This is an optimization exercise on Yosys and OpenROAD, whose aim is small area, a short achievable clock period and few clock cycles per item, not a production implementation.
Only simulation tests tie the RTL to the original design; equivalence was not proved.
No activity file was given, so power comes from the tool's default toggle rates.

$ cat config.mk
export PLATFORM = sky130hd
export DESIGN_NAME = geofence
export DESIGN_NICKNAME = geofence
export VERILOG_FILES = /design/flow/design.v
export SDC_FILE = /design/flow/constraint.sdc
export NUM_CORES = 4
export LEC_CHECK = 0
export ABC_CLOCK_PERIOD_IN_PS = 5500
export CAP_MARGIN = 20
export CORE_MARGIN = 2
export CORE_UTILIZATION = 50
export SLEW_MARGIN = 20
$ cat constraint.sdc
create_clock -name core_clock -period 11.5 [get_ports {clk}]
set_input_delay 2.3000 -clock core_clock [delete_from_list [all_inputs] [get_ports {clk}]]
set_output_delay 2.3000 -clock core_clock [all_outputs]
set_load 0.01 [all_outputs]
$ cat design.v
module geofence (clk, reset, X, Y, valid, is_inside);
input clk;
input reset;
input [9:0] X;
input [9:0] Y;
output valid;
output is_inside;
reg [4:0] k;
reg [9:0] px, py;        
reg [11:0] ms, md;       
reg [21:0] q;            
reg [15:0] cq;           
reg [21:0] sa3, sb4;     
reg [21:0] r, l;         
reg [21:0] w, u;         
reg [15:0] occ;          
reg vld, ins;            
reg sur;                 
reg line;                
wire [10:0] dx = {1'b0, X} - {1'b0, px};
wire [10:0] dy = {1'b0, Y} - {1'b0, py};
wire ixs = dx[10];
wire iys = dy[10];
wire ixz = dx == 11'd0;
wire iyz = dy == 11'd0;
wire [11:0] ut = {2'b0, X} + {2'b0, Y} + ms;
wire [11:0] wt = {2'b0, Y} - {2'b0, X} + md;
wire u_neg = ut[11];
wire u_zero = ut == 12'd0;
wire w_neg = wt[11];
wire w_zero = wt == 12'd0;
wire xn = ixs, xz = ixz, xp = !ixs && !ixz;
wire yn = iys, yz = iyz, yp = !iys && !iyz;
wire un = u_neg, uz = u_zero, up = !u_neg && !u_zero;
wire wn = w_neg, wz = w_zero, wp = !w_neg && !w_zero;
wire [15:0] icls = {xp & yn & up, xp & yn & uz, xp & yn & un, xz & yn,
                    xn & yn & wn, xn & yn & wz, xn & yn & wp, yz & xn,
                    xn & yp & un, xn & yp & uz, xn & yp & up, xz & yp,
                    xp & yp & wp, xp & yp & wz, xp & yp & wn, yz & xp};
wire [21:0] iq = {ixs, iys, ixs ? px - X : dx[9:0], iys ? py - Y : dy[9:0]};
always @(posedge clk) begin
    q <= iq;
    cq <= icls;
end
always @(posedge clk) begin
    if (k == 5'd0) begin
        px <= X;
        py <= Y;
        ms <= 12'd0 - {2'b0, X} - {2'b0, Y};
        md <= {2'b0, X} - {2'b0, Y};
    end
end
wire done = vld;
always @(posedge clk) begin
    if (reset || done)
        k <= 5'd0;
    else
        k <= k + 5'd1;
end
wire ld_r = k == 5'd2 || k == 5'd4 || k == 5'd7 || k == 5'd10 || k == 5'd13;
wire ld_l = k == 5'd5 || k == 5'd8 || k == 5'd11 || k == 5'd14;
reg upd, upd1;           
always @(posedge clk) begin
    upd <= !reset && !done && (k == 5'd3 || k == 5'd6 || k == 5'd9 || k == 5'd12 || k == 5'd15);
    upd1 <= !reset && !done && k == 5'd3;
end
always @(posedge clk) begin
    if (k == 5'd5)
        sa3 <= q;
    else if (k == 5'd7)
        sa3 <= q;
    if (k == 5'd6)
        sb4 <= q;
end
always @(posedge clk) begin
    if (k == 5'd2)
        occ <= cq;
    else
        occ <= occ | cq;
end
wire [15:0] o = occ | cq;
wire [31:0] o2 = {o, o};
reg [15:0] succ, bad, tin, tout;
reg [7:0] fit;
integer c, m;
always @(*) begin
    for (c = 0; c < 16; c = c + 1)
        succ[c] = o2[c + 1 +: 7] != 7'd0;
    bad = o & ~succ;
end
wire [31:0] bad2 = {bad, bad};
always @(*) begin
    for (c = 0; c < 16; c = c + 1)
        tin[c] = succ[c] && bad2[c + 1 +: 8] == 8'd0;
    for (m = 0; m < 8; m = m + 1)
        fit[m] = o2[2 * m + 9 +: 7] == 7'd0;
    for (c = 0; c < 16; c = c + 1) begin
        tout[c] = 1'b0;
        for (m = 0; m < 8; m = m + 1)
            if (((c - 2 * m + 16) % 16) <= 8 && fit[m])
                tout[c] = 1'b1;
    end
end
wire wxs = w[21], wys = w[20], uxs = u[21], uys = u[20];
wire [9:0] wxm = w[19:10], wym = w[9:0], uxm = u[19:10], uym = u[9:0];
wire [20:0] ts, tc;
xtree tree (.wxm(wxm), .wym(wym), .uxm(uxm), .uym(uym), .s(ts), .c(tc));
reg [20:0] xs, xc;       
reg sa, sb, anz, bnz, opp;
always @(posedge clk) begin
    xs <= ts;
    xc <= tc;
    sa <= wxs ^ uys;
    sb <= wys ^ uxs;
    anz <= wxm != 10'd0 && uym != 10'd0;
    bnz <= wym != 10'd0 && uxm != 10'd0;
    opp <= (wxm != 10'd0 && uxm != 10'd0 && wxs != uxs) ||
           (wym != 10'd0 && uym != 10'd0 && wys != uys);
end
wire [20:0] d = xs + xc;
wire dz = d == 21'd0;
wire cn = (sa == sb) ? (sa ? !d[20] && !dz : d[20]) : (sa && (anz || bnz));
wire cp = (sa == sb) ? (sa ? d[20] : !d[20] && !dz) : (!sa && (anz || bnz));
reg crn, crp;            
always @(posedge clk) begin
    crn <= cn;
    crp <= cp;
end
wire rn = upd1 ? cn : crn;
wire rp = upd1 ? cp : crp;
reg [21:0] rnx, lnx;
reg surnx, linenx;
always @(*) begin
    rnx = r;
    lnx = l;
    surnx = sur;
    linenx = line;
    if (k == 5'd2) begin
        rnx = q;
        lnx = q;
        surnx = 1'b0;
        linenx = 1'b0;
    end else if (upd && !sur) begin
        if (line) begin
            linenx = 1'b0;
            if (rn) begin
                rnx = l;
                lnx = r;
            end
        end else if (rn && cp) begin
            surnx = 1'b1;
        end else if (!rn && cp) begin
            lnx = u;
        end else if (rn && !cp) begin
            rnx = u;
        end else if (!rn && !rp && !cn && !cp && opp) begin
            lnx = u;
            linenx = 1'b1;
        end
    end
end
always @(posedge clk) begin
    r <= rnx;
    l <= lnx;
    sur <= surnx;
    line <= linenx;
end
always @(posedge clk) begin
    if (ld_r)
        w <= rnx;
    else if (ld_l)
        w <= l;
    case (k)
    5'd2: u <= iq;
    5'd4: u <= q;
    5'd7: u <= sa3;
    5'd10: u <= sb4;
    5'd13: u <= sa3;
    default: ;
    endcase
end
wire q_valid = (icls & (tin | tout)) != 16'd0;
wire q_in = (icls & tin) != 16'd0;
always @(posedge clk) begin
    if (reset || vld) begin
        vld <= 1'b0;
        ins <= 1'b0;
    end else begin
        vld <= (k == 5'd6 && q_valid) || (k >= 5'd7 && surnx) || k == 5'd16;
        ins <= (k == 5'd6 && q_in) || (k >= 5'd7 && surnx);
    end
end
assign valid = vld;
assign is_inside = ins;
endmodule
module xtree (wxm, wym, uxm, uym, s, c);
input [9:0] wxm, wym, uxm, uym;
output [20:0] s, c;
wire t1 = (wxm[0] & uym[9]) ^ ~(wym[0] & uxm[9]) ^ (wxm[1] & uym[8]);
wire t2 = ((wxm[0] & uym[9]) & ~(wym[0] & uxm[9])) | ((wxm[0] & uym[9]) & (wxm[1] & uym[8])) | (~(wym[0] & uxm[9]) & (wxm[1] & uym[8]));
wire t3 = (wxm[1] & uym[9]) ^ ~(wym[1] & uxm[9]);
wire t4 = (wxm[1] & uym[9]) & ~(wym[1] & uxm[9]);
wire t5 = (wxm[0] & uym[6]) ^ ~(wym[0] & uxm[6]) ^ (wxm[1] & uym[5]);
wire t6 = ((wxm[0] & uym[6]) & ~(wym[0] & uxm[6])) | ((wxm[0] & uym[6]) & (wxm[1] & uym[5])) | (~(wym[0] & uxm[6]) & (wxm[1] & uym[5]));
wire t7 = (wxm[0] & uym[7]) ^ ~(wym[0] & uxm[7]) ^ (wxm[1] & uym[6]);
wire t8 = ((wxm[0] & uym[7]) & ~(wym[0] & uxm[7])) | ((wxm[0] & uym[7]) & (wxm[1] & uym[6])) | (~(wym[0] & uxm[7]) & (wxm[1] & uym[6]));
wire t9 = ~(wym[1] & uxm[6]) ^ (wxm[2] & uym[5]) ^ ~(wym[2] & uxm[5]);
wire t10 = (~(wym[1] & uxm[6]) & (wxm[2] & uym[5])) | (~(wym[1] & uxm[6]) & ~(wym[2] & uxm[5])) | ((wxm[2] & uym[5]) & ~(wym[2] & uxm[5]));
wire t11 = (wxm[3] & uym[4]) ^ ~(wym[3] & uxm[4]);
wire t12 = (wxm[3] & uym[4]) & ~(wym[3] & uxm[4]);
wire t13 = (wxm[0] & uym[8]) ^ ~(wym[0] & uxm[8]) ^ (wxm[1] & uym[7]);
wire t14 = ((wxm[0] & uym[8]) & ~(wym[0] & uxm[8])) | ((wxm[0] & uym[8]) & (wxm[1] & uym[7])) | (~(wym[0] & uxm[8]) & (wxm[1] & uym[7]));
wire t15 = ~(wym[1] & uxm[7]) ^ (wxm[2] & uym[6]) ^ ~(wym[2] & uxm[6]);
wire t16 = (~(wym[1] & uxm[7]) & (wxm[2] & uym[6])) | (~(wym[1] & uxm[7]) & ~(wym[2] & uxm[6])) | ((wxm[2] & uym[6]) & ~(wym[2] & uxm[6]));
wire t17 = (wxm[3] & uym[5]) ^ ~(wym[3] & uxm[5]) ^ (wxm[4] & uym[4]);
wire t18 = ((wxm[3] & uym[5]) & ~(wym[3] & uxm[5])) | ((wxm[3] & uym[5]) & (wxm[4] & uym[4])) | (~(wym[3] & uxm[5]) & (wxm[4] & uym[4]));
wire t19 = ~(wym[4] & uxm[4]) ^ (wxm[5] & uym[3]) ^ ~(wym[5] & uxm[3]);
wire t20 = (~(wym[4] & uxm[4]) & (wxm[5] & uym[3])) | (~(wym[4] & uxm[4]) & ~(wym[5] & uxm[3])) | ((wxm[5] & uym[3]) & ~(wym[5] & uxm[3]));
wire t21 = (wxm[6] & uym[2]) ^ ~(wym[6] & uxm[2]);
wire t22 = (wxm[6] & uym[2]) & ~(wym[6] & uxm[2]);
wire t23 = ~(wym[1] & uxm[8]) ^ (wxm[2] & uym[7]) ^ ~(wym[2] & uxm[7]);
wire t24 = (~(wym[1] & uxm[8]) & (wxm[2] & uym[7])) | (~(wym[1] & uxm[8]) & ~(wym[2] & uxm[7])) | ((wxm[2] & uym[7]) & ~(wym[2] & uxm[7]));
wire t25 = (wxm[3] & uym[6]) ^ ~(wym[3] & uxm[6]) ^ (wxm[4] & uym[5]);
wire t26 = ((wxm[3] & uym[6]) & ~(wym[3] & uxm[6])) | ((wxm[3] & uym[6]) & (wxm[4] & uym[5])) | (~(wym[3] & uxm[6]) & (wxm[4] & uym[5]));
wire t27 = ~(wym[4] & uxm[5]) ^ (wxm[5] & uym[4]) ^ ~(wym[5] & uxm[4]);
wire t28 = (~(wym[4] & uxm[5]) & (wxm[5] & uym[4])) | (~(wym[4] & uxm[5]) & ~(wym[5] & uxm[4])) | ((wxm[5] & uym[4]) & ~(wym[5] & uxm[4]));
wire t29 = (wxm[6] & uym[3]) ^ ~(wym[6] & uxm[3]) ^ (wxm[7] & uym[2]);
wire t30 = ((wxm[6] & uym[3]) & ~(wym[6] & uxm[3])) | ((wxm[6] & uym[3]) & (wxm[7] & uym[2])) | (~(wym[6] & uxm[3]) & (wxm[7] & uym[2]));
wire t31 = ~(wym[7] & uxm[2]) ^ (wxm[8] & uym[1]) ^ ~(wym[8] & uxm[1]);
wire t32 = (~(wym[7] & uxm[2]) & (wxm[8] & uym[1])) | (~(wym[7] & uxm[2]) & ~(wym[8] & uxm[1])) | ((wxm[8] & uym[1]) & ~(wym[8] & uxm[1]));
wire t33 = (wxm[9] & uym[0]) ^ ~(wym[9] & uxm[0]);
wire t34 = (wxm[9] & uym[0]) & ~(wym[9] & uxm[0]);
wire t35 = (wxm[2] & uym[8]) ^ ~(wym[2] & uxm[8]) ^ (wxm[3] & uym[7]);
wire t36 = ((wxm[2] & uym[8]) & ~(wym[2] & uxm[8])) | ((wxm[2] & uym[8]) & (wxm[3] & uym[7])) | (~(wym[2] & uxm[8]) & (wxm[3] & uym[7]));
wire t37 = ~(wym[3] & uxm[7]) ^ (wxm[4] & uym[6]) ^ ~(wym[4] & uxm[6]);
wire t38 = (~(wym[3] & uxm[7]) & (wxm[4] & uym[6])) | (~(wym[3] & uxm[7]) & ~(wym[4] & uxm[6])) | ((wxm[4] & uym[6]) & ~(wym[4] & uxm[6]));
wire t39 = (wxm[5] & uym[5]) ^ ~(wym[5] & uxm[5]) ^ (wxm[6] & uym[4]);
wire t40 = ((wxm[5] & uym[5]) & ~(wym[5] & uxm[5])) | ((wxm[5] & uym[5]) & (wxm[6] & uym[4])) | (~(wym[5] & uxm[5]) & (wxm[6] & uym[4]));
wire t41 = ~(wym[6] & uxm[4]) ^ (wxm[7] & uym[3]) ^ ~(wym[7] & uxm[3]);
wire t42 = (~(wym[6] & uxm[4]) & (wxm[7] & uym[3])) | (~(wym[6] & uxm[4]) & ~(wym[7] & uxm[3])) | ((wxm[7] & uym[3]) & ~(wym[7] & uxm[3]));
wire t43 = (wxm[8] & uym[2]) ^ ~(wym[8] & uxm[2]) ^ (wxm[9] & uym[1]);
wire t44 = ((wxm[8] & uym[2]) & ~(wym[8] & uxm[2])) | ((wxm[8] & uym[2]) & (wxm[9] & uym[1])) | (~(wym[8] & uxm[2]) & (wxm[9] & uym[1]));
wire t45 = ~(wym[9] & uxm[1]) ^ 1'b1 ^ t2;
wire t46 = (~(wym[9] & uxm[1]) & 1'b1) | (~(wym[9] & uxm[1]) & t2) | (1'b1 & t2);
wire t47 = (wxm[2] & uym[9]) ^ ~(wym[2] & uxm[9]) ^ (wxm[3] & uym[8]);
wire t48 = ((wxm[2] & uym[9]) & ~(wym[2] & uxm[9])) | ((wxm[2] & uym[9]) & (wxm[3] & uym[8])) | (~(wym[2] & uxm[9]) & (wxm[3] & uym[8]));
wire t49 = ~(wym[3] & uxm[8]) ^ (wxm[4] & uym[7]) ^ ~(wym[4] & uxm[7]);
wire t50 = (~(wym[3] & uxm[8]) & (wxm[4] & uym[7])) | (~(wym[3] & uxm[8]) & ~(wym[4] & uxm[7])) | ((wxm[4] & uym[7]) & ~(wym[4] & uxm[7]));
wire t51 = (wxm[5] & uym[6]) ^ ~(wym[5] & uxm[6]) ^ (wxm[6] & uym[5]);
wire t52 = ((wxm[5] & uym[6]) & ~(wym[5] & uxm[6])) | ((wxm[5] & uym[6]) & (wxm[6] & uym[5])) | (~(wym[5] & uxm[6]) & (wxm[6] & uym[5]));
wire t53 = ~(wym[6] & uxm[5]) ^ (wxm[7] & uym[4]) ^ ~(wym[7] & uxm[4]);
wire t54 = (~(wym[6] & uxm[5]) & (wxm[7] & uym[4])) | (~(wym[6] & uxm[5]) & ~(wym[7] & uxm[4])) | ((wxm[7] & uym[4]) & ~(wym[7] & uxm[4]));
wire t55 = (wxm[8] & uym[3]) ^ ~(wym[8] & uxm[3]) ^ (wxm[9] & uym[2]);
wire t56 = ((wxm[8] & uym[3]) & ~(wym[8] & uxm[3])) | ((wxm[8] & uym[3]) & (wxm[9] & uym[2])) | (~(wym[8] & uxm[3]) & (wxm[9] & uym[2]));
wire t57 = (wxm[3] & uym[9]) ^ ~(wym[3] & uxm[9]) ^ (wxm[4] & uym[8]);
wire t58 = ((wxm[3] & uym[9]) & ~(wym[3] & uxm[9])) | ((wxm[3] & uym[9]) & (wxm[4] & uym[8])) | (~(wym[3] & uxm[9]) & (wxm[4] & uym[8]));
wire t59 = ~(wym[4] & uxm[8]) ^ (wxm[5] & uym[7]) ^ ~(wym[5] & uxm[7]);
wire t60 = (~(wym[4] & uxm[8]) & (wxm[5] & uym[7])) | (~(wym[4] & uxm[8]) & ~(wym[5] & uxm[7])) | ((wxm[5] & uym[7]) & ~(wym[5] & uxm[7]));
wire t61 = (wxm[6] & uym[6]) ^ ~(wym[6] & uxm[6]) ^ (wxm[7] & uym[5]);
wire t62 = ((wxm[6] & uym[6]) & ~(wym[6] & uxm[6])) | ((wxm[6] & uym[6]) & (wxm[7] & uym[5])) | (~(wym[6] & uxm[6]) & (wxm[7] & uym[5]));
wire t63 = (wxm[4] & uym[9]) ^ ~(wym[4] & uxm[9]) ^ (wxm[5] & uym[8]);
wire t64 = ((wxm[4] & uym[9]) & ~(wym[4] & uxm[9])) | ((wxm[4] & uym[9]) & (wxm[5] & uym[8])) | (~(wym[4] & uxm[9]) & (wxm[5] & uym[8]));
wire t65 = (wxm[0] & uym[4]) ^ ~(wym[0] & uxm[4]) ^ (wxm[1] & uym[3]);
wire t66 = ((wxm[0] & uym[4]) & ~(wym[0] & uxm[4])) | ((wxm[0] & uym[4]) & (wxm[1] & uym[3])) | (~(wym[0] & uxm[4]) & (wxm[1] & uym[3]));
wire t67 = (wxm[0] & uym[5]) ^ ~(wym[0] & uxm[5]) ^ (wxm[1] & uym[4]);
wire t68 = ((wxm[0] & uym[5]) & ~(wym[0] & uxm[5])) | ((wxm[0] & uym[5]) & (wxm[1] & uym[4])) | (~(wym[0] & uxm[5]) & (wxm[1] & uym[4]));
wire t69 = ~(wym[1] & uxm[4]) ^ (wxm[2] & uym[3]) ^ ~(wym[2] & uxm[3]);
wire t70 = (~(wym[1] & uxm[4]) & (wxm[2] & uym[3])) | (~(wym[1] & uxm[4]) & ~(wym[2] & uxm[3])) | ((wxm[2] & uym[3]) & ~(wym[2] & uxm[3]));
wire t71 = (wxm[3] & uym[2]) ^ ~(wym[3] & uxm[2]);
wire t72 = (wxm[3] & uym[2]) & ~(wym[3] & uxm[2]);
wire t73 = ~(wym[1] & uxm[5]) ^ (wxm[2] & uym[4]) ^ ~(wym[2] & uxm[4]);
wire t74 = (~(wym[1] & uxm[5]) & (wxm[2] & uym[4])) | (~(wym[1] & uxm[5]) & ~(wym[2] & uxm[4])) | ((wxm[2] & uym[4]) & ~(wym[2] & uxm[4]));
wire t75 = (wxm[3] & uym[3]) ^ ~(wym[3] & uxm[3]) ^ (wxm[4] & uym[2]);
wire t76 = ((wxm[3] & uym[3]) & ~(wym[3] & uxm[3])) | ((wxm[3] & uym[3]) & (wxm[4] & uym[2])) | (~(wym[3] & uxm[3]) & (wxm[4] & uym[2]));
wire t77 = ~(wym[4] & uxm[2]) ^ (wxm[5] & uym[1]) ^ ~(wym[5] & uxm[1]);
wire t78 = (~(wym[4] & uxm[2]) & (wxm[5] & uym[1])) | (~(wym[4] & uxm[2]) & ~(wym[5] & uxm[1])) | ((wxm[5] & uym[1]) & ~(wym[5] & uxm[1]));
wire t79 = (wxm[6] & uym[0]) ^ ~(wym[6] & uxm[0]);
wire t80 = (wxm[6] & uym[0]) & ~(wym[6] & uxm[0]);
wire t81 = (wxm[4] & uym[3]) ^ ~(wym[4] & uxm[3]) ^ (wxm[5] & uym[2]);
wire t82 = ((wxm[4] & uym[3]) & ~(wym[4] & uxm[3])) | ((wxm[4] & uym[3]) & (wxm[5] & uym[2])) | (~(wym[4] & uxm[3]) & (wxm[5] & uym[2]));
wire t83 = ~(wym[5] & uxm[2]) ^ (wxm[6] & uym[1]) ^ ~(wym[6] & uxm[1]);
wire t84 = (~(wym[5] & uxm[2]) & (wxm[6] & uym[1])) | (~(wym[5] & uxm[2]) & ~(wym[6] & uxm[1])) | ((wxm[6] & uym[1]) & ~(wym[6] & uxm[1]));
wire t85 = (wxm[7] & uym[0]) ^ ~(wym[7] & uxm[0]) ^ 1'b1;
wire t86 = ((wxm[7] & uym[0]) & ~(wym[7] & uxm[0])) | ((wxm[7] & uym[0]) & 1'b1) | (~(wym[7] & uxm[0]) & 1'b1);
wire t87 = t6 ^ t7 ^ t9;
wire t88 = (t6 & t7) | (t6 & t9) | (t7 & t9);
wire t89 = (wxm[7] & uym[1]) ^ ~(wym[7] & uxm[1]) ^ (wxm[8] & uym[0]);
wire t90 = ((wxm[7] & uym[1]) & ~(wym[7] & uxm[1])) | ((wxm[7] & uym[1]) & (wxm[8] & uym[0])) | (~(wym[7] & uxm[1]) & (wxm[8] & uym[0]));
wire t91 = ~(wym[8] & uxm[0]) ^ 1'b1 ^ t8;
wire t92 = (~(wym[8] & uxm[0]) & 1'b1) | (~(wym[8] & uxm[0]) & t8) | (1'b1 & t8);
wire t93 = t10 ^ t12 ^ t13;
wire t94 = (t10 & t12) | (t10 & t13) | (t12 & t13);
wire t95 = t15 ^ t17 ^ t19;
wire t96 = (t15 & t17) | (t15 & t19) | (t17 & t19);
wire t97 = 1'b1 ^ t1 ^ t14;
wire t98 = (1'b1 & t1) | (1'b1 & t14) | (t1 & t14);
wire t99 = t16 ^ t18 ^ t20;
wire t100 = (t16 & t18) | (t16 & t20) | (t18 & t20);
wire t101 = t22 ^ t23 ^ t25;
wire t102 = (t22 & t23) | (t22 & t25) | (t23 & t25);
wire t103 = t27 ^ t29 ^ t31;
wire t104 = (t27 & t29) | (t27 & t31) | (t29 & t31);
wire t105 = t3 ^ t24 ^ t26;
wire t106 = (t3 & t24) | (t3 & t26) | (t24 & t26);
wire t107 = t28 ^ t30 ^ t32;
wire t108 = (t28 & t30) | (t28 & t32) | (t30 & t32);
wire t109 = t34 ^ t35 ^ t37;
wire t110 = (t34 & t35) | (t34 & t37) | (t35 & t37);
wire t111 = t39 ^ t41 ^ t43;
wire t112 = (t39 & t41) | (t39 & t43) | (t41 & t43);
wire t113 = ~(wym[9] & uxm[2]) ^ t4 ^ t36;
wire t114 = (~(wym[9] & uxm[2]) & t4) | (~(wym[9] & uxm[2]) & t36) | (t4 & t36);
wire t115 = t38 ^ t40 ^ t42;
wire t116 = (t38 & t40) | (t38 & t42) | (t40 & t42);
wire t117 = t44 ^ t46 ^ t47;
wire t118 = (t44 & t46) | (t44 & t47) | (t46 & t47);
wire t119 = t49 ^ t51 ^ t53;
wire t120 = (t49 & t51) | (t49 & t53) | (t51 & t53);
wire t121 = ~(wym[7] & uxm[5]) ^ (wxm[8] & uym[4]) ^ ~(wym[8] & uxm[4]);
wire t122 = (~(wym[7] & uxm[5]) & (wxm[8] & uym[4])) | (~(wym[7] & uxm[5]) & ~(wym[8] & uxm[4])) | ((wxm[8] & uym[4]) & ~(wym[8] & uxm[4]));
wire t123 = (wxm[9] & uym[3]) ^ ~(wym[9] & uxm[3]) ^ t48;
wire t124 = ((wxm[9] & uym[3]) & ~(wym[9] & uxm[3])) | ((wxm[9] & uym[3]) & t48) | (~(wym[9] & uxm[3]) & t48);
wire t125 = t50 ^ t52 ^ t54;
wire t126 = (t50 & t52) | (t50 & t54) | (t52 & t54);
wire t127 = t56 ^ t57 ^ t59;
wire t128 = (t56 & t57) | (t56 & t59) | (t57 & t59);
wire t129 = ~(wym[5] & uxm[8]) ^ (wxm[6] & uym[7]) ^ ~(wym[6] & uxm[7]);
wire t130 = (~(wym[5] & uxm[8]) & (wxm[6] & uym[7])) | (~(wym[5] & uxm[8]) & ~(wym[6] & uxm[7])) | ((wxm[6] & uym[7]) & ~(wym[6] & uxm[7]));
wire t131 = (wxm[7] & uym[6]) ^ ~(wym[7] & uxm[6]) ^ (wxm[8] & uym[5]);
wire t132 = ((wxm[7] & uym[6]) & ~(wym[7] & uxm[6])) | ((wxm[7] & uym[6]) & (wxm[8] & uym[5])) | (~(wym[7] & uxm[6]) & (wxm[8] & uym[5]));
wire t133 = ~(wym[8] & uxm[5]) ^ (wxm[9] & uym[4]) ^ ~(wym[9] & uxm[4]);
wire t134 = (~(wym[8] & uxm[5]) & (wxm[9] & uym[4])) | (~(wym[8] & uxm[5]) & ~(wym[9] & uxm[4])) | ((wxm[9] & uym[4]) & ~(wym[9] & uxm[4]));
wire t135 = t58 ^ t60 ^ t62;
wire t136 = (t58 & t60) | (t58 & t62) | (t60 & t62);
wire t137 = (wxm[5] & uym[9]) ^ ~(wym[5] & uxm[9]) ^ (wxm[6] & uym[8]);
wire t138 = ((wxm[5] & uym[9]) & ~(wym[5] & uxm[9])) | ((wxm[5] & uym[9]) & (wxm[6] & uym[8])) | (~(wym[5] & uxm[9]) & (wxm[6] & uym[8]));
wire t139 = ~(wym[6] & uxm[8]) ^ (wxm[7] & uym[7]) ^ ~(wym[7] & uxm[7]);
wire t140 = (~(wym[6] & uxm[8]) & (wxm[7] & uym[7])) | (~(wym[6] & uxm[8]) & ~(wym[7] & uxm[7])) | ((wxm[7] & uym[7]) & ~(wym[7] & uxm[7]));
wire t141 = (wxm[8] & uym[6]) ^ ~(wym[8] & uxm[6]) ^ (wxm[9] & uym[5]);
wire t142 = ((wxm[8] & uym[6]) & ~(wym[8] & uxm[6])) | ((wxm[8] & uym[6]) & (wxm[9] & uym[5])) | (~(wym[8] & uxm[6]) & (wxm[9] & uym[5]));
wire t143 = (wxm[6] & uym[9]) ^ ~(wym[6] & uxm[9]) ^ (wxm[7] & uym[8]);
wire t144 = ((wxm[6] & uym[9]) & ~(wym[6] & uxm[9])) | ((wxm[6] & uym[9]) & (wxm[7] & uym[8])) | (~(wym[6] & uxm[9]) & (wxm[7] & uym[8]));
wire t145 = (wxm[0] & uym[2]) ^ ~(wym[0] & uxm[2]);
wire t146 = (wxm[0] & uym[2]) & ~(wym[0] & uxm[2]);
wire t147 = (wxm[0] & uym[3]) ^ ~(wym[0] & uxm[3]) ^ (wxm[1] & uym[2]);
wire t148 = ((wxm[0] & uym[3]) & ~(wym[0] & uxm[3])) | ((wxm[0] & uym[3]) & (wxm[1] & uym[2])) | (~(wym[0] & uxm[3]) & (wxm[1] & uym[2]));
wire t149 = ~(wym[1] & uxm[2]) ^ (wxm[2] & uym[1]) ^ ~(wym[2] & uxm[1]);
wire t150 = (~(wym[1] & uxm[2]) & (wxm[2] & uym[1])) | (~(wym[1] & uxm[2]) & ~(wym[2] & uxm[1])) | ((wxm[2] & uym[1]) & ~(wym[2] & uxm[1]));
wire t151 = ~(wym[1] & uxm[3]) ^ (wxm[2] & uym[2]) ^ ~(wym[2] & uxm[2]);
wire t152 = (~(wym[1] & uxm[3]) & (wxm[2] & uym[2])) | (~(wym[1] & uxm[3]) & ~(wym[2] & uxm[2])) | ((wxm[2] & uym[2]) & ~(wym[2] & uxm[2]));
wire t153 = (wxm[3] & uym[1]) ^ ~(wym[3] & uxm[1]) ^ (wxm[4] & uym[0]);
wire t154 = ((wxm[3] & uym[1]) & ~(wym[3] & uxm[1])) | ((wxm[3] & uym[1]) & (wxm[4] & uym[0])) | (~(wym[3] & uxm[1]) & (wxm[4] & uym[0]));
wire t155 = ~(wym[4] & uxm[0]) ^ 1'b1;
wire t156 = ~(wym[4] & uxm[0]) & 1'b1;
wire t157 = (wxm[4] & uym[1]) ^ ~(wym[4] & uxm[1]) ^ (wxm[5] & uym[0]);
wire t158 = ((wxm[4] & uym[1]) & ~(wym[4] & uxm[1])) | ((wxm[4] & uym[1]) & (wxm[5] & uym[0])) | (~(wym[4] & uxm[1]) & (wxm[5] & uym[0]));
wire t159 = ~(wym[5] & uxm[0]) ^ 1'b1 ^ t66;
wire t160 = (~(wym[5] & uxm[0]) & 1'b1) | (~(wym[5] & uxm[0]) & t66) | (1'b1 & t66);
wire t161 = t67 ^ t69 ^ t71;
wire t162 = (t67 & t69) | (t67 & t71) | (t69 & t71);
wire t163 = 1'b1 ^ t5 ^ t68;
wire t164 = (1'b1 & t5) | (1'b1 & t68) | (t5 & t68);
wire t165 = t70 ^ t72 ^ t73;
wire t166 = (t70 & t72) | (t70 & t73) | (t72 & t73);
wire t167 = t75 ^ t77 ^ t79;
wire t168 = (t75 & t77) | (t75 & t79) | (t77 & t79);
wire t169 = t11 ^ t74 ^ t76;
wire t170 = (t11 & t74) | (t11 & t76) | (t74 & t76);
wire t171 = t78 ^ t80 ^ t81;
wire t172 = (t78 & t80) | (t78 & t81) | (t80 & t81);
wire t173 = t83 ^ t85 ^ t87;
wire t174 = (t83 & t85) | (t83 & t87) | (t85 & t87);
wire t175 = t21 ^ t82 ^ t84;
wire t176 = (t21 & t82) | (t21 & t84) | (t82 & t84);
wire t177 = t86 ^ t88 ^ t89;
wire t178 = (t86 & t88) | (t86 & t89) | (t88 & t89);
wire t179 = t91 ^ t93 ^ t95;
wire t180 = (t91 & t93) | (t91 & t95) | (t93 & t95);
wire t181 = t33 ^ t90 ^ t92;
wire t182 = (t33 & t90) | (t33 & t92) | (t90 & t92);
wire t183 = t94 ^ t96 ^ t97;
wire t184 = (t94 & t96) | (t94 & t97) | (t96 & t97);
wire t185 = t99 ^ t101 ^ t103;
wire t186 = (t99 & t101) | (t99 & t103) | (t101 & t103);
wire t187 = t45 ^ t98 ^ t100;
wire t188 = (t45 & t98) | (t45 & t100) | (t98 & t100);
wire t189 = t102 ^ t104 ^ t105;
wire t190 = (t102 & t104) | (t102 & t105) | (t104 & t105);
wire t191 = t107 ^ t109 ^ t111;
wire t192 = (t107 & t109) | (t107 & t111) | (t109 & t111);
wire t193 = t55 ^ t106 ^ t108;
wire t194 = (t55 & t106) | (t55 & t108) | (t106 & t108);
wire t195 = t110 ^ t112 ^ t113;
wire t196 = (t110 & t112) | (t110 & t113) | (t112 & t113);
wire t197 = t115 ^ t117 ^ t119;
wire t198 = (t115 & t117) | (t115 & t119) | (t117 & t119);
wire t199 = t61 ^ t114 ^ t116;
wire t200 = (t61 & t114) | (t61 & t116) | (t114 & t116);
wire t201 = t118 ^ t120 ^ t121;
wire t202 = (t118 & t120) | (t118 & t121) | (t120 & t121);
wire t203 = t123 ^ t125 ^ t127;
wire t204 = (t123 & t125) | (t123 & t127) | (t125 & t127);
wire t205 = t63 ^ t122 ^ t124;
wire t206 = (t63 & t122) | (t63 & t124) | (t122 & t124);
wire t207 = t126 ^ t128 ^ t129;
wire t208 = (t126 & t128) | (t126 & t129) | (t128 & t129);
wire t209 = t131 ^ t133 ^ t135;
wire t210 = (t131 & t133) | (t131 & t135) | (t133 & t135);
wire t211 = ~(wym[9] & uxm[5]) ^ t64 ^ t130;
wire t212 = (~(wym[9] & uxm[5]) & t64) | (~(wym[9] & uxm[5]) & t130) | (t64 & t130);
wire t213 = t132 ^ t134 ^ t136;
wire t214 = (t132 & t134) | (t132 & t136) | (t134 & t136);
wire t215 = t137 ^ t139 ^ t141;
wire t216 = (t137 & t139) | (t137 & t141) | (t139 & t141);
wire t217 = ~(wym[7] & uxm[8]) ^ (wxm[8] & uym[7]) ^ ~(wym[8] & uxm[7]);
wire t218 = (~(wym[7] & uxm[8]) & (wxm[8] & uym[7])) | (~(wym[7] & uxm[8]) & ~(wym[8] & uxm[7])) | ((wxm[8] & uym[7]) & ~(wym[8] & uxm[7]));
wire t219 = (wxm[9] & uym[6]) ^ ~(wym[9] & uxm[6]) ^ t138;
wire t220 = ((wxm[9] & uym[6]) & ~(wym[9] & uxm[6])) | ((wxm[9] & uym[6]) & t138) | (~(wym[9] & uxm[6]) & t138);
wire t221 = t140 ^ t142 ^ t143;
wire t222 = (t140 & t142) | (t140 & t143) | (t142 & t143);
wire t223 = (wxm[7] & uym[9]) ^ ~(wym[7] & uxm[9]) ^ (wxm[8] & uym[8]);
wire t224 = ((wxm[7] & uym[9]) & ~(wym[7] & uxm[9])) | ((wxm[7] & uym[9]) & (wxm[8] & uym[8])) | (~(wym[7] & uxm[9]) & (wxm[8] & uym[8]));
wire t225 = ~(wym[8] & uxm[8]) ^ (wxm[9] & uym[7]) ^ ~(wym[9] & uxm[7]);
wire t226 = (~(wym[8] & uxm[8]) & (wxm[9] & uym[7])) | (~(wym[8] & uxm[8]) & ~(wym[9] & uxm[7])) | ((wxm[9] & uym[7]) & ~(wym[9] & uxm[7]));
wire t227 = (wxm[0] & uym[1]) ^ ~(wym[0] & uxm[1]);
wire t228 = (wxm[0] & uym[1]) & ~(wym[0] & uxm[1]);
wire t229 = (wxm[1] & uym[1]) ^ ~(wym[1] & uxm[1]) ^ (wxm[2] & uym[0]);
wire t230 = ((wxm[1] & uym[1]) & ~(wym[1] & uxm[1])) | ((wxm[1] & uym[1]) & (wxm[2] & uym[0])) | (~(wym[1] & uxm[1]) & (wxm[2] & uym[0]));
wire t231 = ~(wym[2] & uxm[0]) ^ 1'b1;
wire t232 = ~(wym[2] & uxm[0]) & 1'b1;
wire t233 = (wxm[3] & uym[0]) ^ ~(wym[3] & uxm[0]) ^ 1'b1;
wire t234 = ((wxm[3] & uym[0]) & ~(wym[3] & uxm[0])) | ((wxm[3] & uym[0]) & 1'b1) | (~(wym[3] & uxm[0]) & 1'b1);
wire t235 = t146 ^ t147 ^ t149;
wire t236 = (t146 & t147) | (t146 & t149) | (t147 & t149);
wire t237 = t65 ^ t148 ^ t150;
wire t238 = (t65 & t148) | (t65 & t150) | (t148 & t150);
wire t239 = t151 ^ t153 ^ t155;
wire t240 = (t151 & t153) | (t151 & t155) | (t153 & t155);
wire t241 = t152 ^ t154 ^ t156;
wire t242 = (t152 & t154) | (t152 & t156) | (t154 & t156);
wire t243 = t157 ^ t159 ^ t161;
wire t244 = (t157 & t159) | (t157 & t161) | (t159 & t161);
wire t245 = t158 ^ t160 ^ t162;
wire t246 = (t158 & t160) | (t158 & t162) | (t160 & t162);
wire t247 = t163 ^ t165 ^ t167;
wire t248 = (t163 & t165) | (t163 & t167) | (t165 & t167);
wire t249 = t164 ^ t166 ^ t168;
wire t250 = (t164 & t166) | (t164 & t168) | (t166 & t168);
wire t251 = t169 ^ t171 ^ t173;
wire t252 = (t169 & t171) | (t169 & t173) | (t171 & t173);
wire t253 = t170 ^ t172 ^ t174;
wire t254 = (t170 & t172) | (t170 & t174) | (t172 & t174);
wire t255 = t175 ^ t177 ^ t179;
wire t256 = (t175 & t177) | (t175 & t179) | (t177 & t179);
wire t257 = t176 ^ t178 ^ t180;
wire t258 = (t176 & t178) | (t176 & t180) | (t178 & t180);
wire t259 = t181 ^ t183 ^ t185;
wire t260 = (t181 & t183) | (t181 & t185) | (t183 & t185);
wire t261 = t182 ^ t184 ^ t186;
wire t262 = (t182 & t184) | (t182 & t186) | (t184 & t186);
wire t263 = t187 ^ t189 ^ t191;
wire t264 = (t187 & t189) | (t187 & t191) | (t189 & t191);
wire t265 = t188 ^ t190 ^ t192;
wire t266 = (t188 & t190) | (t188 & t192) | (t190 & t192);
wire t267 = t193 ^ t195 ^ t197;
wire t268 = (t193 & t195) | (t193 & t197) | (t195 & t197);
wire t269 = t194 ^ t196 ^ t198;
wire t270 = (t194 & t196) | (t194 & t198) | (t196 & t198);
wire t271 = t199 ^ t201 ^ t203;
wire t272 = (t199 & t201) | (t199 & t203) | (t201 & t203);
wire t273 = t200 ^ t202 ^ t204;
wire t274 = (t200 & t202) | (t200 & t204) | (t202 & t204);
wire t275 = t205 ^ t207 ^ t209;
wire t276 = (t205 & t207) | (t205 & t209) | (t207 & t209);
wire t277 = t206 ^ t208 ^ t210;
wire t278 = (t206 & t208) | (t206 & t210) | (t208 & t210);
wire t279 = t211 ^ t213 ^ t215;
wire t280 = (t211 & t213) | (t211 & t215) | (t213 & t215);
wire t281 = t212 ^ t214 ^ t216;
wire t282 = (t212 & t214) | (t212 & t216) | (t214 & t216);
wire t283 = t217 ^ t219 ^ t221;
wire t284 = (t217 & t219) | (t217 & t221) | (t219 & t221);
wire t285 = t144 ^ t218 ^ t220;
wire t286 = (t144 & t218) | (t144 & t220) | (t218 & t220);
wire t287 = t222 ^ t223 ^ t225;
wire t288 = (t222 & t223) | (t222 & t225) | (t223 & t225);
wire t289 = (wxm[8] & uym[9]) ^ ~(wym[8] & uxm[9]) ^ (wxm[9] & uym[8]);
wire t290 = ((wxm[8] & uym[9]) & ~(wym[8] & uxm[9])) | ((wxm[8] & uym[9]) & (wxm[9] & uym[8])) | (~(wym[8] & uxm[9]) & (wxm[9] & uym[8]));
wire t291 = ~(wym[9] & uxm[8]) ^ t224 ^ t226;
wire t292 = (~(wym[9] & uxm[8]) & t224) | (~(wym[9] & uxm[8]) & t226) | (t224 & t226);
wire t293 = (wxm[1] & uym[0]) ^ ~(wym[1] & uxm[0]);
wire t294 = (wxm[1] & uym[0]) & ~(wym[1] & uxm[0]);
wire t295 = t145 ^ t228 ^ t229;
wire t296 = (t145 & t228) | (t145 & t229) | (t228 & t229);
wire t297 = t230 ^ t232 ^ t233;
wire t298 = (t230 & t232) | (t230 & t233) | (t232 & t233);
wire t299 = t234 ^ t236 ^ t237;
wire t300 = (t234 & t236) | (t234 & t237) | (t236 & t237);
wire t301 = t238 ^ t240 ^ t241;
wire t302 = (t238 & t240) | (t238 & t241) | (t240 & t241);
wire t303 = t242 ^ t244 ^ t245;
wire t304 = (t242 & t244) | (t242 & t245) | (t244 & t245);
wire t305 = t246 ^ t248 ^ t249;
wire t306 = (t246 & t248) | (t246 & t249) | (t248 & t249);
wire t307 = t250 ^ t252 ^ t253;
wire t308 = (t250 & t252) | (t250 & t253) | (t252 & t253);
wire t309 = t254 ^ t256 ^ t257;
wire t310 = (t254 & t256) | (t254 & t257) | (t256 & t257);
wire t311 = t258 ^ t260 ^ t261;
wire t312 = (t258 & t260) | (t258 & t261) | (t260 & t261);
wire t313 = t262 ^ t264 ^ t265;
wire t314 = (t262 & t264) | (t262 & t265) | (t264 & t265);
wire t315 = t266 ^ t268 ^ t269;
wire t316 = (t266 & t268) | (t266 & t269) | (t268 & t269);
wire t317 = t270 ^ t272 ^ t273;
wire t318 = (t270 & t272) | (t270 & t273) | (t272 & t273);
wire t319 = t274 ^ t276 ^ t277;
wire t320 = (t274 & t276) | (t274 & t277) | (t276 & t277);
wire t321 = t278 ^ t280 ^ t281;
wire t322 = (t278 & t280) | (t278 & t281) | (t280 & t281);
wire t323 = t282 ^ t284 ^ t285;
wire t324 = (t282 & t284) | (t282 & t285) | (t284 & t285);
wire t325 = t286 ^ t288 ^ t289;
wire t326 = (t286 & t288) | (t286 & t289) | (t288 & t289);
wire t327 = (wxm[9] & uym[9]) ^ ~(wym[9] & uxm[9]) ^ t290;
wire t328 = ((wxm[9] & uym[9]) & ~(wym[9] & uxm[9])) | ((wxm[9] & uym[9]) & t290) | (~(wym[9] & uxm[9]) & t290);
wire t329 = (wxm[0] & uym[0]) ^ ~(wym[0] & uxm[0]);
wire t330 = (wxm[0] & uym[0]) & ~(wym[0] & uxm[0]);
wire t331 = 1'b1 ^ t227 ^ t293;
wire t332 = (1'b1 & t227) | (1'b1 & t293) | (t227 & t293);
wire t333 = t231 ^ t294 ^ t295;
wire t334 = (t231 & t294) | (t231 & t295) | (t294 & t295);
wire t335 = t235 ^ t296 ^ t297;
wire t336 = (t235 & t296) | (t235 & t297) | (t296 & t297);
wire t337 = t239 ^ t298 ^ t299;
wire t338 = (t239 & t298) | (t239 & t299) | (t298 & t299);
wire t339 = t243 ^ t300 ^ t301;
wire t340 = (t243 & t300) | (t243 & t301) | (t300 & t301);
wire t341 = t247 ^ t302 ^ t303;
wire t342 = (t247 & t302) | (t247 & t303) | (t302 & t303);
wire t343 = t251 ^ t304 ^ t305;
wire t344 = (t251 & t304) | (t251 & t305) | (t304 & t305);
wire t345 = t255 ^ t306 ^ t307;
wire t346 = (t255 & t306) | (t255 & t307) | (t306 & t307);
wire t347 = t259 ^ t308 ^ t309;
wire t348 = (t259 & t308) | (t259 & t309) | (t308 & t309);
wire t349 = t263 ^ t310 ^ t311;
wire t350 = (t263 & t310) | (t263 & t311) | (t310 & t311);
wire t351 = t267 ^ t312 ^ t313;
wire t352 = (t267 & t312) | (t267 & t313) | (t312 & t313);
wire t353 = t271 ^ t314 ^ t315;
wire t354 = (t271 & t314) | (t271 & t315) | (t314 & t315);
wire t355 = t275 ^ t316 ^ t317;
wire t356 = (t275 & t316) | (t275 & t317) | (t316 & t317);
wire t357 = t279 ^ t318 ^ t319;
wire t358 = (t279 & t318) | (t279 & t319) | (t318 & t319);
wire t359 = t283 ^ t320 ^ t321;
wire t360 = (t283 & t320) | (t283 & t321) | (t320 & t321);
wire t361 = t287 ^ t322 ^ t323;
wire t362 = (t287 & t322) | (t287 & t323) | (t322 & t323);
wire t363 = t291 ^ t324 ^ t325;
wire t364 = (t291 & t324) | (t291 & t325) | (t324 & t325);
wire t365 = t292 ^ t326 ^ t327;
wire t366 = (t292 & t326) | (t292 & t327) | (t326 & t327);
assign s[0] = 1'b1;
assign c[0] = t329;
assign s[1] = t330;
assign c[1] = t331;
assign s[2] = t332;
assign c[2] = t333;
assign s[3] = t334;
assign c[3] = t335;
assign s[4] = t336;
assign c[4] = t337;
assign s[5] = t338;
assign c[5] = t339;
assign s[6] = t340;
assign c[6] = t341;
assign s[7] = t342;
assign c[7] = t343;
assign s[8] = t344;
assign c[8] = t345;
assign s[9] = t346;
assign c[9] = t347;
assign s[10] = t348;
assign c[10] = t349;
assign s[11] = t350;
assign c[11] = t351;
assign s[12] = t352;
assign c[12] = t353;
assign s[13] = t354;
assign c[13] = t355;
assign s[14] = t356;
assign c[14] = t357;
assign s[15] = t358;
assign c[15] = t359;
assign s[16] = t360;
assign c[16] = t361;
assign s[17] = t362;
assign c[17] = t363;
assign s[18] = t364;
assign c[18] = t365;
assign s[19] = t328;
assign c[19] = t366;
assign s[20] = 1'b1;
assign c[20] = 1'b0;
endmodule
$ cat flow/run.sh
#!/bin/bash
# Standard layout, with timing repair aiming for a period of about 5.0 ns
# (setup margin 6.5 ns at the design's 11.5 ns clock).
set -euo pipefail
bash standard.sh SETUP_SLACK_MARGIN=6.5 finish > flow.log 2>&1
$ cat standard.sh
#!/bin/bash
# synth_recipe.tcl (not shown) runs the flow's synth.tcl, then flattens the netlist and writes it again
# the make line also repeats each setting of config.mk as NAME=value (left out here)
make -C /OpenROAD-flow-scripts/flow DESIGN_CONFIG=/design/flow/config.mk WORK_HOME=/design/flow/orfs CLKGATE_MAP_FILE= SYNTH_SCRIPT=/design/flow/synth_recipe.tcl "${@:-finish}"
==> results_dict.tcl, run 1 <==
set metrics [dict create \
    worstPathArrival_ps 6240 \
    first_iter_violations 1245 \
    synth.avg_cell_area_um2 9.22 \
    routed_via_density 5.90 \
    final.setup_skew_ps 15.5 \
    gp_congestion 0.907 \
    worstPathMaxFanout 3 \
    ys_types 83 \
    p_seq_share_pct 24.1 \
    die_w_um 217 \
    area_delta_synth_final_pct 11.6 \
    htreeDepth 2 \
    place_area_um2 23500 \
    numClockSinks 285 \
    nets 2797 \
    ys_seq_elements 285 \
    required_ps 11990 \
    first_pass_iters 6 \
    drcViolationCount 0 \
    rsz0062_at_grt "yes" \
    synth_enable_flop_cells 152 \
    status "no timing/DRC/antenna violations" \
    place_inst 2985 \
    setup_viol_count_final 0 \
    finalSetupTns_ps 0 \
    dp_hpwl_um 45800 \
    regArea_um2 7230 \
    ant_nets 0 \
    path_clk_slew_ps 50 \
    timing.fmax_mhz 174 \
    slew-limit-headroom_pct 33.0 \
    grt_max_degree 69 \
    powerDensity_nw_per_um2 292 \
    fp.dieH_um 217 \
    gr-total-overflow 0 \
    worst_slew_pin_slew_ps 1000 \
    clockRootBuffer "clkbuf_16" \
    hold_viol 0 \
    synth_common_cells "inv_1, nand2_1, nor2_1" \
    critical_path_class "input port to flip-flop" \
    yosysTopAreaCellShare_pct 20.1 \
    vdd_drop_max_uv 217 \
    tritoncts "done" \
    syn_area_um2 22700 \
    multi_input_area_um2 14500 \
    combPwrFrac_pct 60.9 \
    synth_fp_nets 2801 \
    clockBufferDepth 3 \
    antenna_found_initial 0 \
    critical_path.endpoint_type "flip-flop" \
    yosysMostFrequentCell "inv_1" \
    grt_pass1_vias 18770 \
    drv_slew 0 \
    grtUsageTotal_pct 26.9 \
    design.core.area_um2 45100 \
    ios 24 \
    grt_pass1_wl_um 101000 \
    port_buffers 23 \
    netlist_instances 2466 \
    cts_made_buffers 35 \
    ys.warnings.count 1 \
    switchingPower_mw 3.42 \
    synth-main-ff-cell "edfxtp_1" \
    yosysTopAreaCell "edfxtp_1" \
    async_flop_share_pct 0 \
    leakage_nw 10.5 \
    dieArea_um2 47200 \
    postLayoutCellArea_um2 25400 \
    dr_total_vias 18230 \
    fill_cells 4074 \
    netSwitchingFraction_pct 46.2 \
    intPower_mw 3.99 \
    synth_seq_area_share_pct 31.8 \
    clkPwrFrac_pct 15.0 \
    rows 78 \
    startpoint_type "input port" \
    synth_area_leaders "edfxtp_1, fa_1, dfxtp_1" \
    maxCapViolCount 0 \
    fin_crit_sh_pct 50.0 \
    wl_per_cell_um 20.5 \
    drive_gt1_share_pct 9.36 \
    post-route-min-period_ps 5750 \
    worstHoldPathType "flip-flop to flip-flop" \
    wl_um 63200 \
    clkLatencyLatePin_ps 550 \
    layout.cells.non_filler 3088 \
    n_antenna_cell 0 \
    start_util_pct 50.4 \
]
[cell usage in the layout, fill, tap and decap left out, drive strengths merged, types with 8 or more instances in the layout]
master	count
a211oi	36
a21o	49
a21oi	136
a222oi	22
and2	89
and3	8
buf	64
clkbuf	53
clkinv	9
dfxtp	133
edfxtp	152
fa	182
ha	131
inv	263
mux2i	36
nand2	258
nand2b	31
nand3	55
nand4	19
nor2	191
nor2b	18
nor3	40
nor3b	12
nor4	51
o21a	11
o21ai	114
o21bai	36
o221ai	24
o22ai	26
o31ai	25
or2	11
xnor2	53
xor2	23
[logic make-up (layout without fill, tap and decap cells)]
group,count (synthesis),count (layout),synth area share (%)
XOR/XNOR,76,76,2.93
AND/OR/NAND/NOR,809,810,17.3
AO/OA/AOI/OAI,555,555,16.4
flip-flops,285,285,31.8
buffers and inverters,389,410,6.63
multiplexers,39,39,1.73
adder cells (fa/ha/maj),313,313,23.2
[state kept, by name, indices dropped and copies added, names as in the netlist, 5 cells and up]
signal  count
cq         16
k           5
l          22
md         11
ms         11
occ        16
px         10
py         10
q          22
r          22
sa3        22
sb4        22
u          22
w          22
xc         20
xs         19
[area by class of cell]
cell class | instances | share of cell area (%)
clock inverter | 13 | 0.464
tap | 600 | 2.96
inverter | 265 | 4.00
clock buffer | 50 | 4.04
multi-input combinational | 1793 | 57.2
timing repair buffer | 82 | 2.80
sequential | 285 | 28.5
[critical path: stages]
cell and delay, ps:
buf_6 70, buf_6 110, clkinvlp_4 120, buf_12 150, ha_4 210, a21oi_2 120
o21bai_1 90, a21oi_1 160, o21bai_2 90, a21o_1 170, a21oi_2 130, xnor2_1 130
ha_1 270, a21o_1 190, a21o_1 160, a41o_4 270, a31oi_4 160, nor4_4 50
buf_4 170, buf_6 120, buf_6 110, or4_4 460, o311ai_1 80, nor2_1 90
nand4_1 100, a31o_2 160
[what timing repair did]
item | 4_1_cts | 5_1_grt
endpoints found under the setup margin | 103 | 66
buffers inserted | 26 | 13
pin swaps | 24 | 28
gates resized for setup | 103 | 68
hold buffers | 0 | 0
gates cloned | 0 | 1
[metrics by stage]
| step | total power [mW] | setup slack [ps] | utilization [%] | hold slack [ps] |
|---|---|---|---|---|
| CTS | 7.44 | 5680 | 55.4 | 432 |
| floorplan | 5.02 | 5580 | - | 406 |
| finish | 7.41 | 5750 | 56.2 | 427 |
| detailed placement | 6.26 | 3890 | 52.0 | 419 |
| global route | 8.26 | 5470 | 56.2 | 463 |
| global placement | 6.10 | 3990 | 52.0 | 411 |
[routing by layer]
layer  vias up  global-route usage [%]  wire length (um)
met3       149                    3.75              3320
met2       565                    48.2             32000
met1      8958                    32.6             25600
li1       8558                       -                 -
met5         -                       0                 0
met4         0                    10.5              2330
[power groups by stage]
stage | clock (mW) | combinational [mW] | sequential [mW]
global route | 1.18 | 5.26 | 1.81
floorplan | 0 | 3.40 | 1.63
global placement | 0 | 4.32 | 1.78
finish | 1.11 | 4.51 | 1.78
detailed placement | 0 | 4.47 | 1.79
CTS | 1.15 | 4.52 | 1.77
[path summary, 6_finish.rpt]
check,end,cells after the start,slack (ps),start
setup / recovery,ins$_SDFF_PN0_,26,5750,X[1]
setup reg to reg,w[17]$_DFFE_PP_,12,6470,xs[13]$_DFF_P_
hold / removal,occ[3]$_DFF_P_,1,430,cq[3]$_DFF_P_
hold reg to reg,occ[3]$_DFF_P_,1,430,cq[3]$_DFF_P_
Testbench counts, summed over its fixed seeds: cycles 15,062, items 1,600.
==> run 2: changes to the inputs <==
--- a/design.v
+++ b/design.v
@@ -9,35 +9,31 @@
 reg [9:0] px, py;        
 reg [11:0] ms, md;       
 reg [21:0] q;            
-reg [15:0] cq;           
+reg [7:0] cq;            
 reg [21:0] sa3, sb4;     
 reg [21:0] r, l;         
 reg [21:0] w, u;         
-reg [15:0] occ;          
+reg [7:0] occ;           
 reg vld, ins;            
 reg sur;                 
 reg line;                
 wire [10:0] dx = {1'b0, X} - {1'b0, px};
 wire [10:0] dy = {1'b0, Y} - {1'b0, py};
-wire ixs = dx[10];
-wire iys = dy[10];
-wire ixz = dx == 11'd0;
-wire iyz = dy == 11'd0;
+wire [10:0] nx = {1'b0, px} - {1'b0, X};
+wire [10:0] ny = {1'b0, py} - {1'b0, Y};
+wire [11:0] ms1 = ms - 12'd1;
+wire [11:0] md1 = md - 12'd1;
 wire [11:0] ut = {2'b0, X} + {2'b0, Y} + ms;
+wire [11:0] ut1 = {2'b0, X} + {2'b0, Y} + ms1;
 wire [11:0] wt = {2'b0, Y} - {2'b0, X} + md;
-wire u_neg = ut[11];
-wire u_zero = ut == 12'd0;
-wire w_neg = wt[11];
-wire w_zero = wt == 12'd0;
-wire xn = ixs, xz = ixz, xp = !ixs && !ixz;
-wire yn = iys, yz = iyz, yp = !iys && !iyz;
-wire un = u_neg, uz = u_zero, up = !u_neg && !u_zero;
-wire wn = w_neg, wz = w_zero, wp = !w_neg && !w_zero;
-wire [15:0] icls = {xp & yn & up, xp & yn & uz, xp & yn & un, xz & yn,
-                    xn & yn & wn, xn & yn & wz, xn & yn & wp, yz & xn,
-                    xn & yp & un, xn & yp & uz, xn & yp & up, xz & yp,
-                    xp & yp & wp, xp & yp & wz, xp & yp & wn, yz & xp};
-wire [21:0] iq = {ixs, iys, ixs ? px - X : dx[9:0], iys ? py - Y : dy[9:0]};
+wire [11:0] wt1 = {2'b0, Y} - {2'b0, X} + md1;
+wire xneg = dx[10], xpos = nx[10];
+wire yneg = dy[10], ypos = ny[10];
+wire uneg = ut[11], upos = !ut1[11];
+wire wneg = wt[11], wpos = !wt1[11];
+wire [7:0] icls = {yneg & !uneg, !xneg & uneg, xneg & !wpos, !ypos & wpos,
+                   ypos & !upos, !xpos & upos, xpos & !wneg, !yneg & wneg};
+wire [21:0] iq = {xneg, yneg, xneg ? nx[9:0] : dx[9:0], yneg ? ny[9:0] : dy[9:0]};
 always @(posedge clk) begin
     q <= iq;
     cq <= icls;
@@ -78,27 +74,25 @@
     else
         occ <= occ | cq;
 end
-wire [15:0] o = occ | cq;
-wire [31:0] o2 = {o, o};
-reg [15:0] succ, bad, tin, tout;
-reg [7:0] fit;
-integer c, m;
+wire [7:0] o = occ | cq;
+wire [15:0] o2 = {o, o};
+reg [7:0] succ, bad, tin, tout, fit;
+integer c;
 always @(*) begin
-    for (c = 0; c < 16; c = c + 1)
-        succ[c] = o2[c + 1 +: 7] != 7'd0;
+    for (c = 0; c < 8; c = c + 1)
+        succ[c] = o2[c + 1 +: 3] != 3'd0;
     bad = o & ~succ;
 end
-wire [31:0] bad2 = {bad, bad};
+wire [15:0] bad2 = {bad, bad};
 always @(*) begin
-    for (c = 0; c < 16; c = c + 1)
-        tin[c] = succ[c] && bad2[c + 1 +: 8] == 8'd0;
-    for (m = 0; m < 8; m = m + 1)
-        fit[m] = o2[2 * m + 9 +: 7] == 7'd0;
-    for (c = 0; c < 16; c = c + 1) begin
-        tout[c] = 1'b0;
-        for (m = 0; m < 8; m = m + 1)
-            if (((c - 2 * m + 16) % 16) <= 8 && fit[m])
-                tout[c] = 1'b1;
+    for (c = 0; c < 8; c = c + 1)
+        fit[c] = o2[c + 4 +: 4] == 4'd0;
+end
+wire [15:0] fit2 = {fit, fit};
+always @(*) begin
+    for (c = 0; c < 8; c = c + 1) begin
+        tin[c] = succ[c] && bad2[c + 1 +: 4] == 4'd0;
+        tout[c] = fit2[c + 5 +: 4] != 4'd0;
     end
 end
 wire wxs = w[21], wys = w[20], uxs = u[21], uys = u[20];
@@ -117,10 +111,11 @@
     opp <= (wxm != 10'd0 && uxm != 10'd0 && wxs != uxs) ||
            (wym != 10'd0 && uym != 10'd0 && wys != uys);
 end
-wire [20:0] d = xs + xc;
-wire dz = d == 21'd0;
-wire cn = (sa == sb) ? (sa ? !d[20] && !dz : d[20]) : (sa && (anz || bnz));
-wire cp = (sa == sb) ? (sa ? d[20] : !d[20] && !dz) : (!sa && (anz || bnz));
+wire [20:0] cy = {1'b0, xs[19:0]} + {1'b0, xc[19:0]};
+wire dneg = xs[20] ^ xc[20] ^ cy[20];
+wire dz = (xs ^ xc) == {xs[19:0] | xc[19:0], 1'b0};
+wire cn = (sa == sb) ? (sa ? !dneg && !dz : dneg) : (sa && (anz || bnz));
+wire cp = (sa == sb) ? (sa ? dneg : !dneg && !dz) : (!sa && (anz || bnz));
 reg crn, crp;            
 always @(posedge clk) begin
     crn <= cn;
@@ -179,8 +174,8 @@
     default: ;
     endcase
 end
-wire q_valid = (icls & (tin | tout)) != 16'd0;
-wire q_in = (icls & tin) != 16'd0;
+wire q_valid = (icls & (tin | tout)) != 8'd0;
+wire q_in = (icls & tin) != 8'd0;
 always @(posedge clk) begin
     if (reset || vld) begin
         vld <= 1'b0;
==> flow/run.sh (replaced) <==
#!/bin/bash
# Standard layout, with timing repair aiming for a period of about 4.0 ns
# (setup margin 7.5 ns at the design's 11.5 ns clock).
set -euo pipefail
bash standard.sh SETUP_SLACK_MARGIN=7.5 finish > flow.log 2>&1
--- a/config.mk
+++ b/config.mk
@@ -5,7 +5,6 @@
 export SDC_FILE = /design/flow/constraint.sdc
 export NUM_CORES = 4
 export LEC_CHECK = 0
-export ABC_CLOCK_PERIOD_IN_PS = 5500
 export CAP_MARGIN = 20
 export CORE_MARGIN = 2
 export CORE_UTILIZATION = 50
==> results_dict.tcl, run 2 <==
set metrics [dict create \
    finalSetupTns_ps 0 \
    final.setup_skew_ps 11.2 \
    dieArea_um2 44400 \
    die_w_um 211 \
    port_buffers 23 \
    regArea_um2 6910 \
    async_flop_share_pct 0 \
    dr_total_vias 16860 \
    grt_max_degree 71 \
    nets 2786 \
    critical_path_class "input port to flip-flop" \
    cts_made_buffers 34 \
    grt_pass1_wl_um 94100 \
    start_util_pct 50.9 \
    ios 24 \
    required_ps 11910 \
    slew-limit-headroom_pct 44.5 \
    drcViolationCount 0 \
    worstPathArrival_ps 6370 \
    worstPathMaxFanout 8 \
    final_cell_mix "inv_1, nand2_1, buf_4, fa_1, ha_1" \
    ys.warnings.count 1 \
    numClockSinks 269 \
    dp_hpwl_um 41200 \
    synth_common_cells "inv_1, nand2_1, ha_1" \
    synth_fp_nets 2613 \
    yosysTopAreaCellShare_pct 21.3 \
    worstHoldPathType "flip-flop to flip-flop" \
    worst_slew_pin_slew_ps 833 \
    p_total_mw 6.74 \
    design.core.area_um2 42000 \
    path_clk_slew_ps 60 \
    ys_seq_elements 269 \
    cts_hold_buf 0 \
    setup_viol_count_final 0 \
    final_common_cell "inv_1" \
    routed_via_density 5.70 \
    fill_cells 3478 \
    yosysTopAreaCell "edfxtp_1" \
    synth_enable_flop_cells 152 \
    vdd_drop_max_uv 188 \
    htreeDepth 2 \
    ant_nets 0 \
    clockBufferDepth 3 \
    wl_um 61100 \
    timing.fmax_mhz 168 \
    fp.dieH_um 211 \
    drive_gt1_share_pct 21.7 \
    gp_congestion 0.885 \
    grt_pass1_vias 16797 \
    hold_viol 0 \
    wl_per_cell_um 20.6 \
    synth_seq_area_share_pct 32.3 \
    rows 75 \
    leakage_nw 11.5 \
    startpoint_type "input port" \
    status "no timing/DRC/antenna violations" \
    area_delta_synth_final_pct 22.5 \
    clkLatencyLatePin_ps 550 \
    synth.avg_cell_area_um2 9.62 \
    drv_slew 0 \
    syn_area_um2 21400 \
    powerDensity_nw_per_um2 257 \
    netlist_instances 2222 \
    fin_crit_sh_pct 51.8 \
    critical_path.endpoint_type "flip-flop" \
    synth_area_leaders "edfxtp_1, fa_1, ha_1" \
    antenna_found_initial 2 \
    gr-total-overflow 0 \
    synth-main-ff-cell "edfxtp_1" \
    post-route-min-period_ps 5960 \
    rsz0062_at_grt "yes" \
    n_antenna_cell 0 \
    multi_input_area_um2 14100 \
    grtUsageTotal_pct 27.4 \
    maxCapViolCount 0 \
    clockRootBuffer "clkbuf_16" \
    yosysMostFrequentCell "inv_1" \
    first_pass_iters 6 \
    tritoncts "done" \
    ys_types 76 \
    first_iter_violations 1411 \
]
==> run 2: cell types whose count changed after synthesis, sizes merged, moves of 26 or more <==
cell,before,now
a21o,49,23
ha,131,198
o21ai,114,72
inv,265,354
nor2,190,111
nand2,258,202
nor4,51,14
==> run 2: area by class of cell <==
type,instances,area share (%)
inverters,354,5.36
clock buffers,50,3.79
flip-flops and latches,269,26.4
multi-input cells,1502,53.7
well taps,539,2.58
clock inverters,11,0.468
repair buffers,234,7.74
==> run 2: repair_timing <==
| action | in CTS | in global routing |
|---|---|---|
| buffers inserted | 105 | 87 |
| gates cloned | 1 | 2 |
| pin swaps | 83 | 88 |
| setup endpoints to repair | 120 | 120 |
| gates resized for setup | 202 | 121 |
==> run 2: worst max-delay path, stage by stage <==
cell,delay [ps]
buf_12,100
clkinvlp_4,120
ha_4,290
inv_1,40
a21o_1,170
a21oi_2,150
o21bai_1,100
a21oi_2,170
o21bai_1,110
a21oi_2,260
mux2i_1,270
and2_4,190
ha_4,190
inv_2,60
ha_4,210
a21oi_4,150
nor2_1,50
a211o_1,260
a311oi_4,330
mux2i_1,130
a2111o_1,410
o31ai_2,180
o211ai_1,110
==> run 2: report_power, final <==
| group | leakage [nW] | switching, mW | internal, mW | total (mW) |
|---|---|---|---|---|
| registers | 2.39 | 0.241 | 1.40 | 1.65 |
| clock network | 0.553 | 0.424 | 0.646 | 1.07 |
| logic | 8.52 | 2.27 | 1.75 | 4.02 |
==> run 2: worst paths after layout <==
| check | from | end | slack (ps) | cells past startpoint |
|---|---|---|---|---|
| setup / recovery | X[1] | vld$_SDFF_PN0_ | 5540 | 23 |
| hold / removal | cq[3]$_DFF_P_ | occ[3]$_DFF_P_ | 450 | 1 |
| setup reg to reg | u[9]$_DFFE_PP_ | xc[12]$_DFF_P_ | 7630 | 11 |
| hold reg to reg | cq[3]$_DFF_P_ | occ[3]$_DFF_P_ | 450 | 1 |
==> run 2: through the flow <==
step                      utilization [%]  worst slack [ps]  cells  hold WS [ps]  cell area [um^2]
after detailed placement             53.4              3680   2703           437             22500
after global routing                 62.3              5310   2959           482             26200
after CTS                            59.5              5510   2870           451             25000
after global placement               53.4              3790   2703           427             22500
after floorplan                         -              5240   2222           419             21800
final                                62.3              5540   2959           451             26200
==> run 2: cells by family (layout without fill, tap and decap cells) <==
family	count (synthesis)	count (layout)	synth area share, %
AOI/OAI and AO/OA	412	414	12.7
xor gates and xnor gates	80	80	3.28
adders and majority gates	369	369	27.6
buffers and inverters	454	649	8.03
DFF	269	269	32.3
muxes	65	65	3.22
and+or+nand+nor	573	574	12.9
==> run 2: layer usage <==
layer / vias up / routed length [um] / GRT usage (%)
li1: 7784 / - / -
met1: 8367 / 27800 / 39.7
met2: 622 / 27800 / 43.8
met3: 87 / 4370 / 3.58
met4: 0 / 1150 / 6.51
met5: - / 0 / 0
Testbench counts of run 2, summed over its fixed seeds: cycles 15,151, items 1,600.

port drivers added, routing unchanged:
The results above use ideal ports. As a check the final layouts listed here were re-extracted and re-timed, cells and wires unchanged.
Step 1 sets driving cells, clkbuf_16 on the clock port and buf_2 on the other inputs (assumed; they add their load-dependent delay and slew).
Step 2 also shifts input and output timing later by t, the mid clock arrival at the registers, as if the neighbouring blocks saw the same clock.
a / b / c = ideal ports / drivers / drivers and shift; a / b = the first two.
run | t, ns | slack for setup (ns) | latest minus earliest clock arrival (ns) | worst slew at a driven data input, ns | cell pins on the clock port's net
run 1 | 0.597 | 5.748 / 5.768 / 5.171 | 0.016 / 0.015 | 0.07 | 1
run 2 | 0.601 | 5.543 / 5.519 / 4.918 | 0.011 / 0.012 | 0.08 | 1
After both steps setup and hold are still met in every run listed. The setup slack of run 2, which loses most, moves by -0.024 ns with the drivers and by -0.625 ns with both steps.
